Background: an optimization exercise with open tools, aiming at small area. Do not read the settings as production practice. Where RTL was checked, it was by simulation tests only, not by an equivalence proof against the original. Power is estimated from default activity; no workload was simulated.

==> module Debouncer, before the edit <==
module Debouncer(
    input  wire clk,
    input  wire rst,
    input  wire btn_in,
    output reg  btn_out
);
    localparam [9:0] CLR       = 10'h061;
    localparam [9:0] TERM_MASK = 10'h2fd;
    localparam [9:0] TERM      = 10'h055;
    reg sync_0, sync_1;
    reg stable_state;
    reg [9:0] q;
    wire differ = sync_1 ^ stable_state;
    wire term   = ((q & TERM_MASK) == TERM);
    wire run    = differ & ~term;
    always @(posedge clk or posedge rst) begin
        if (rst) begin
            sync_0       <= 1'b0;
            sync_1       <= 1'b0;
            stable_state <= 1'b0;
            btn_out      <= 1'b0;
        end else begin
            sync_0 <= btn_in;
            sync_1 <= sync_0;
            if (differ & term)
                stable_state <= sync_1;
            btn_out <= differ & (term ? sync_1 : btn_out);
        end
    end
    always @(posedge clk)
        q <= run ? {~q[8:0], q[2] ^ q[9]} : CLR;
endmodule
==> module vending_fsm, before the edit <==
module vending_fsm(
    input  wire        clk,
    input  wire        rst,
    input  wire        started,
    input  wire [1:0]  sw_item,
    input  wire        db_btnU,    
    input  wire        db_btnL,    
    input  wire        db_btnR,    
    input  wire        db_btnD,    
    input  wire        db_btnC,    
    output reg  [14:0] display_val,    
    output wire        led_purchase,
    output reg         led_insuff
);
    localparam [2:0] ST_SEL    = 3'b000,
                     ST_CABS   = 3'b001,
                     ST_COIN   = 3'b010,
                     ST_SELPV  = 3'b100,
                     ST_VEND   = 3'b110;
    localparam [14:0] V0   = 15'b000_0000_0000_0000,
                      V10  = 15'b000_0000_0001_0000,
                      V25  = 15'b000_0000_0010_1000,
                      V50  = 15'b000_0000_1000_0000,
                      V75  = 15'b000_0000_1010_1000,
                      V100 = 15'b000_0001_0000_0000,
                      V135 = 15'b000_0001_0011_1000;
    reg [2:0]  state;
    reg [1:0]  item;
    reg [2:0]  op;
    assign led_purchase = state[2];
    wire [2:0] r0 = display_val[2:0];
    wire       q0 = display_val[3];
    wire [2:0] r1 = display_val[6:4];
    wire       q1 = display_val[7];
    wire [2:0] r2 = display_val[10:8];
    wire       q2 = display_val[11];
    wire [2:0] r3 = display_val[14:12];
    wire sub = op[2];
    wire f5 = sub ? op[0] : (op[1:0] == 2'b10);
    reg       a5;
    reg [1:0] ar;
    always @(*) begin
        case (op)
            3'd0: {a5, ar} = {1'b0, 2'd0};    
            3'd1: {a5, ar} = {1'b0, 2'd1};    
            3'd2: {a5, ar} = {1'b0, 2'd2};    
            3'd3: {a5, ar} = {1'b1, 2'd0};    
            3'd4: {a5, ar} = {1'b1, 2'd0};    
            3'd5: {a5, ar} = {1'b0, 2'd2};    
            3'd6: {a5, ar} = {1'b0, 2'd0};    
            default: {a5, ar} = {1'b1, 2'd1};  
        endcase
    end
    wire c1  = q0 & f5;
    wire q0a = q0 ^ f5;
    wire [3:0] rs1 = r1 + ar + c1;
    wire k1  = (rs1 >= 4'd5);
    wire [2:0] r1a = k1 ? rs1 - 4'd5 : rs1[2:0];
    wire q1a = q1 ^ a5 ^ k1;
    wire c2  = (q1 & a5) | (q1 & k1) | (a5 & k1);
    reg [2:0] r2a; reg q2a; reg inc3, dec3;
    always @(*) begin
        r2a = r2; q2a = q2; inc3 = 1'b0; dec3 = 1'b0;
        if (!sub) begin
            if (c2) begin
                if (r2 == 3'd4) begin r2a = 3'd0; q2a = ~q2; inc3 = q2; end
                else r2a = r2 + 3'd1;
            end
        end else if ((op == 3'd7) ? c2 : !c2) begin    
            if (r2 == 3'd0) begin r2a = 3'd4; q2a = ~q2; dec3 = ~q2; end
            else r2a = r2 - 3'd1;
        end else if (op == 3'd7) begin                 
            if (r2 < 3'd2) begin r2a = r2 + 3'd3; q2a = ~q2; dec3 = ~q2; end
            else r2a = r2 - 3'd2;
        end
    end
    wire [2:0] r3a = inc3 ? r3 + 3'd1 : dec3 ? r3 - 3'd1 : r3;
    wire wrap = ~sub & r3[2] & (c2 | (q1a & (r1a == 3'd4) & q0a & (r0 != 3'd0)));
    wire       cw  = q0a & (r0 != 3'd0);
    wire [2:0] r0f = !wrap ? r0 : (r0 == 3'd0) ? 3'd4 : r0 - 3'd1;
    wire       q0f = q0a ^ (wrap & (r0 != 3'd0));
    wire [2:0] r1f = !(wrap & cw) ? r1a : (r1a == 3'd4) ? 3'd0 : r1a + 3'd1;
    wire       q1f = q1a ^ (wrap & cw & (r1a == 3'd4));
    wire [14:0] sum = wrap ? {7'd0, q1f, r1f, q0f, r0f}
                           : {r3a, q2a, r2a, q1a, r1a, q0a, r0};
    wire [1:0] coin = {db_btnU | db_btnL, db_btnU | (~db_btnL & db_btnR)};
    wire is_cabs = (state == ST_CABS);
    reg en;
    always @(*) begin
        case (item)
            2'b00: en = (sum >= V50);
            2'b01: en = (sum >= V75);
            2'b10: en = (sum >= V100);
            default: en = (sum >= V135);
        endcase
    end
    wire enough = is_cabs ? (op[1:0] == 2'b11 && item == 2'b00) : en;
    reg [14:0] konst;
    always @(*) begin
        if (is_cabs)
            case (op[1:0])
                2'b00: konst = V0;  2'b01: konst = V10;
                2'b10: konst = V25; default: konst = V50;
            endcase
        else if (!started)
            konst = V0;
        else case (item)
            2'b00: konst = V50;
            2'b01: konst = V75;
            2'b10: konst = V100;
            default: konst = V135;
        endcase
    end
    wire in_coin = ~state[2] & (state[1] | state[0]);
    wire vend_now = in_coin & ~db_btnD & db_btnC & enough;
    always @(posedge clk or posedge rst) begin
        if (rst) begin
            state       <= ST_SEL;
            led_insuff  <= 1'b0;
            display_val <= V0;
        end else begin
            case (state)
                ST_CABS, ST_COIN: begin
                    if (db_btnD)
                        state <= ST_SEL;
                    else if (db_btnC & enough)
                        state <= ST_VEND;
                    else
                        state <= ST_COIN;
                    if (db_btnD)
                        led_insuff <= 1'b0;
                    else if (db_btnC & ~enough)
                        led_insuff <= 1'b1;
                end
                ST_VEND: begin
                    if (db_btnC | db_btnD) state <= ST_SELPV;
                    led_insuff <= 1'b0;
                end
                default: begin  
                    state <= (db_btnU | db_btnL | db_btnR | db_btnC) ? ST_CABS : ST_SEL;
                    led_insuff <= 1'b0;
                end
            endcase
            if (in_coin && !is_cabs || state == ST_VEND)
                display_val <= sum;
            else
                display_val <= konst;
        end
    end
    always @(posedge clk) begin
        if (vend_now)
            op <= {1'b1, item};
        else if (state == ST_VEND)
            op <= 3'b000;
        else
            op <= {1'b0, coin};
        if (state[1:0] == 2'b00)
            item <= sw_item;
    end
endmodule
Settings: LEC_CHECK=0, CAP_MARGIN=20, CORE_MARGIN=2, CORE_UTILIZATION=40, SLEW_MARGIN=20; clock period 80.0 ns.
standard.sh (not shown) runs the stock make flow with config.mk's settings and CLKGATE_MAP_FILE= SYNTH_SCRIPT=/design/flow/synth_recipe.tcl, a recipe that flattens the netlist after the stock synthesis.
==> flow/flow/run.sh <==
#!/bin/bash
# Own layout flow: the standard synthesis, unchanged; then its
# combinational cells are mapped again by ABC with an area-only script (the
# registers, their names and cell types, and the ports are kept as they are);
# then the standard layout from floorplan to finish, with the port
# buffers made of sky130_fd_sc_hd__buf_1 and the clock tree built with the
# options in flow/cts_args.txt (no dummy loads).
# Each tool's output goes to a log file of its own in the work folder.
set -euo pipefail
WORK=$(pwd)
RES=$WORK/orfs/results/$FLOW_PLATFORM/vending_machine_top/base
LOGS=$WORK/orfs/logs/$FLOW_PLATFORM/vending_machine_top/base
LIB=$FLOW_HOME/platforms/$FLOW_PLATFORM/lib/sky130_fd_sc_hd__tt_025C_1v80.lib
YOSYS=$(command -v yosys || echo "$FLOW_HOME/../tools/install/yosys/bin/yosys")

# 1. standard synthesis
bash standard.sh synth > "$WORK/log_1_standard_synth.txt" 2>&1
cp "$RES/1_2_yosys.v" "$WORK/standard_synth.v"

# 2. map the logic again (registers kept)
python3 "$WORK/flow/libcells.py" "$LIB" > "$WORK/comb_cells.v"
DONT_USE=$(grep -o -- "-dont_use [A-Za-z0-9_]*" "$LOGS/1_2_yosys.log" | sort -u | tr '\n' ' ')
cat > "$WORK/resynth.ys" <<EOS
read_liberty -lib $LIB
read_verilog -overwrite $WORK/comb_cells.v
read_verilog $WORK/standard_synth.v
hierarchy -check -top $FLOW_TOP
flatten
techmap
opt -purge
rename -hide w:* x:* %d
abc -script $WORK/flow/area.abc -liberty $LIB $DONT_USE
opt_clean -purge
hilomap -singleton -hicell sky130_fd_sc_hd__conb_1 HI -locell sky130_fd_sc_hd__conb_1 LO
splitnets
opt_clean -purge
read_liberty -lib -ignore_redef $LIB
hierarchy -check -top $FLOW_TOP
check -assert
stat -liberty $LIB
write_verilog -noattr -nohex -nodec $WORK/resynth.v
EOS
"$YOSYS" -s "$WORK/resynth.ys" > "$WORK/log_2_resynth.txt" 2>&1
python3 "$WORK/flow/checkregs.py" "$WORK/standard_synth.v" "$WORK/resynth.v" > "$WORK/log_2_checkregs.txt" 2>&1
cp "$WORK/resynth.v" "$RES/1_2_yosys.v"
touch "$RES/1_2_yosys.v"
rm -f "$RES/1_synth.odb" "$RES/1_synth.sdc"

# 3. standard layout from the new netlist
CTS_ARGS=$(cat "$WORK/flow/cts_args.txt")
bash standard.sh BUFFER_PORTS_ARGS="-buffer_cell sky130_fd_sc_hd__buf_1" CTS_ARGS="$CTS_ARGS" finish > "$WORK/log_3_standard_layout.txt" 2>&1
test -f "$WORK/out/final.def"
Other scripts of this flow, unchanged in this note and not shown: flow/flow/area.abc, flow/flow/checkregs.py, flow/flow/cts_args.txt, flow/flow/libcells.py
Rerun with:
--- a/flow/design.v
+++ b/flow/design.v
@@ -16,21 +16,21 @@
     wire run    = differ & ~term;
     always @(posedge clk or posedge rst) begin
         if (rst) begin
             sync_0       <= 1'b0;
             sync_1       <= 1'b0;
             stable_state <= 1'b0;
-            btn_out      <= 1'b0;
         end else begin
             sync_0 <= btn_in;
             sync_1 <= sync_0;
             if (differ & term)
                 stable_state <= sync_1;
-            btn_out <= differ & (term ? sync_1 : btn_out);
-        end
-    end
+        end
+    end
+    always @(posedge clk)
+        btn_out <= differ & (term ? sync_1 : btn_out);
     always @(posedge clk)
         q <= run ? {~q[8:0], q[2] ^ q[9]} : CLR;
 endmodule
 `timescale 1ns / 1ps
 module vending_fsm(
     input  wire        clk,
@@ -39,13 +39,13 @@
     input  wire [1:0]  sw_item,
     input  wire        db_btnU,    
     input  wire        db_btnL,    
     input  wire        db_btnR,    
     input  wire        db_btnD,    
     input  wire        db_btnC,    
-    output reg  [14:0] display_val,    
+    output wire [14:0] display_val,    
     output wire        led_purchase,
     output reg         led_insuff
 );
     localparam [2:0] ST_SEL    = 3'b000,
                      ST_CABS   = 3'b001,
                      ST_COIN   = 3'b010,
@@ -58,13 +58,18 @@
                       V75  = 15'b000_0000_1010_1000,
                       V100 = 15'b000_0001_0000_0000,
                       V135 = 15'b000_0001_0011_1000;
     reg [2:0]  state;
     reg [1:0]  item;
     reg [2:0]  op;
+    reg [3:0]  d_lo;
+    reg [10:0] d_hi;
+    assign display_val = {d_hi, d_lo};
     assign led_purchase = state[2];
+    wire is_cabs = (state == ST_CABS);
+    wire in_coin = ~state[2] & (state[1] | state[0]);
     wire [2:0] r0 = display_val[2:0];
     wire       q0 = display_val[3];
     wire [2:0] r1 = display_val[6:4];
     wire       q1 = display_val[7];
     wire [2:0] r2 = display_val[10:8];
     wire       q2 = display_val[11];
@@ -115,13 +120,12 @@
     wire       q0f = q0a ^ (wrap & (r0 != 3'd0));
     wire [2:0] r1f = !(wrap & cw) ? r1a : (r1a == 3'd4) ? 3'd0 : r1a + 3'd1;
     wire       q1f = q1a ^ (wrap & cw & (r1a == 3'd4));
     wire [14:0] sum = wrap ? {7'd0, q1f, r1f, q0f, r0f}
                            : {r3a, q2a, r2a, q1a, r1a, q0a, r0};
     wire [1:0] coin = {db_btnU | db_btnL, db_btnU | (~db_btnL & db_btnR)};
-    wire is_cabs = (state == ST_CABS);
     reg en;
     always @(*) begin
         case (item)
             2'b00: en = (sum >= V50);
             2'b01: en = (sum >= V75);
             2'b10: en = (sum >= V100);
@@ -142,19 +146,19 @@
             2'b00: konst = V50;
             2'b01: konst = V75;
             2'b10: konst = V100;
             default: konst = V135;
         endcase
     end
-    wire in_coin = ~state[2] & (state[1] | state[0]);
+    wire [14:0] d_next = (in_coin && !is_cabs || state == ST_VEND) ? sum : konst;
     wire vend_now = in_coin & ~db_btnD & db_btnC & enough;
     always @(posedge clk or posedge rst) begin
         if (rst) begin
             state       <= ST_SEL;
             led_insuff  <= 1'b0;
-            display_val <= V0;
+            d_lo        <= 4'd0;
         end else begin
             case (state)
                 ST_CABS, ST_COIN: begin
                     if (db_btnD)
                         state <= ST_SEL;
                     else if (db_btnC & enough)
@@ -168,23 +172,21 @@
                 end
                 ST_VEND: begin
                     if (db_btnC | db_btnD) state <= ST_SELPV;
                     led_insuff <= 1'b0;
                 end
                 default: begin  
-                    state <= (db_btnU | db_btnL | db_btnR | db_btnC) ? ST_CABS : ST_SEL;
+                    state <= (started & (db_btnU | db_btnL | db_btnR | db_btnC)) ? ST_CABS : ST_SEL;
                     led_insuff <= 1'b0;
                 end
             endcase
-            if (in_coin && !is_cabs || state == ST_VEND)
-                display_val <= sum;
-            else
-                display_val <= konst;
+            d_lo <= d_next[3:0];
         end
     end
     always @(posedge clk) begin
+        d_hi <= d_next[14:4];
         if (vend_now)
             op <= {1'b1, item};
         else if (state == ST_VEND)
             op <= 3'b000;
         else
             op <= {1'b0, coin};
Design area came out lower by a few percent.
Wire length decreases by a few percent.
Via count fell by a few percent.
Cell count does not change.
First-iteration DRC count shrinks by well over a third.
Global-route usage falls by 0.56 points.
Power goes up slightly.
Fmax came out lower slightly.
Area after synthesis went down by a few percent.
Worst hold slack gets better by 0.0071 ns.
The RTL of the first run of this note was laid out without a check of its function.

-- static timing again, ports no longer ideal --
The results above use ideal ports. As a check the final layouts listed here were re-extracted and re-timed, cells and wires unchanged.
Step 1, drivers: a clkbuf_16 drives clk and a buf_2 each remaining input, both assumed.
Step 2 adds t to the input delays and takes it off the output delays; t is the mean of the earliest and latest rising clock arrival at the registers after step 1. Input paths then give back, and output paths get back, about the clock's delay inside the block.
a / b / c = ideal ports / drivers / drivers and shift; a / b = the first two.
run | shift t [ns] | setup slack, ns | worst setup path after step 2 | worst register clock-pin slew, ns | worst data-port slew with drivers (ns)
the first run | 0.382 | 61.652 / 61.622 / 62.004 | register to output | 0.10 / 0.10 | 0.04
the second run | 0.386 | 61.319 / 61.284 / 61.670 | register to output | 0.10 / 0.10 | 0.04
After both steps setup and hold are still met in every run listed.
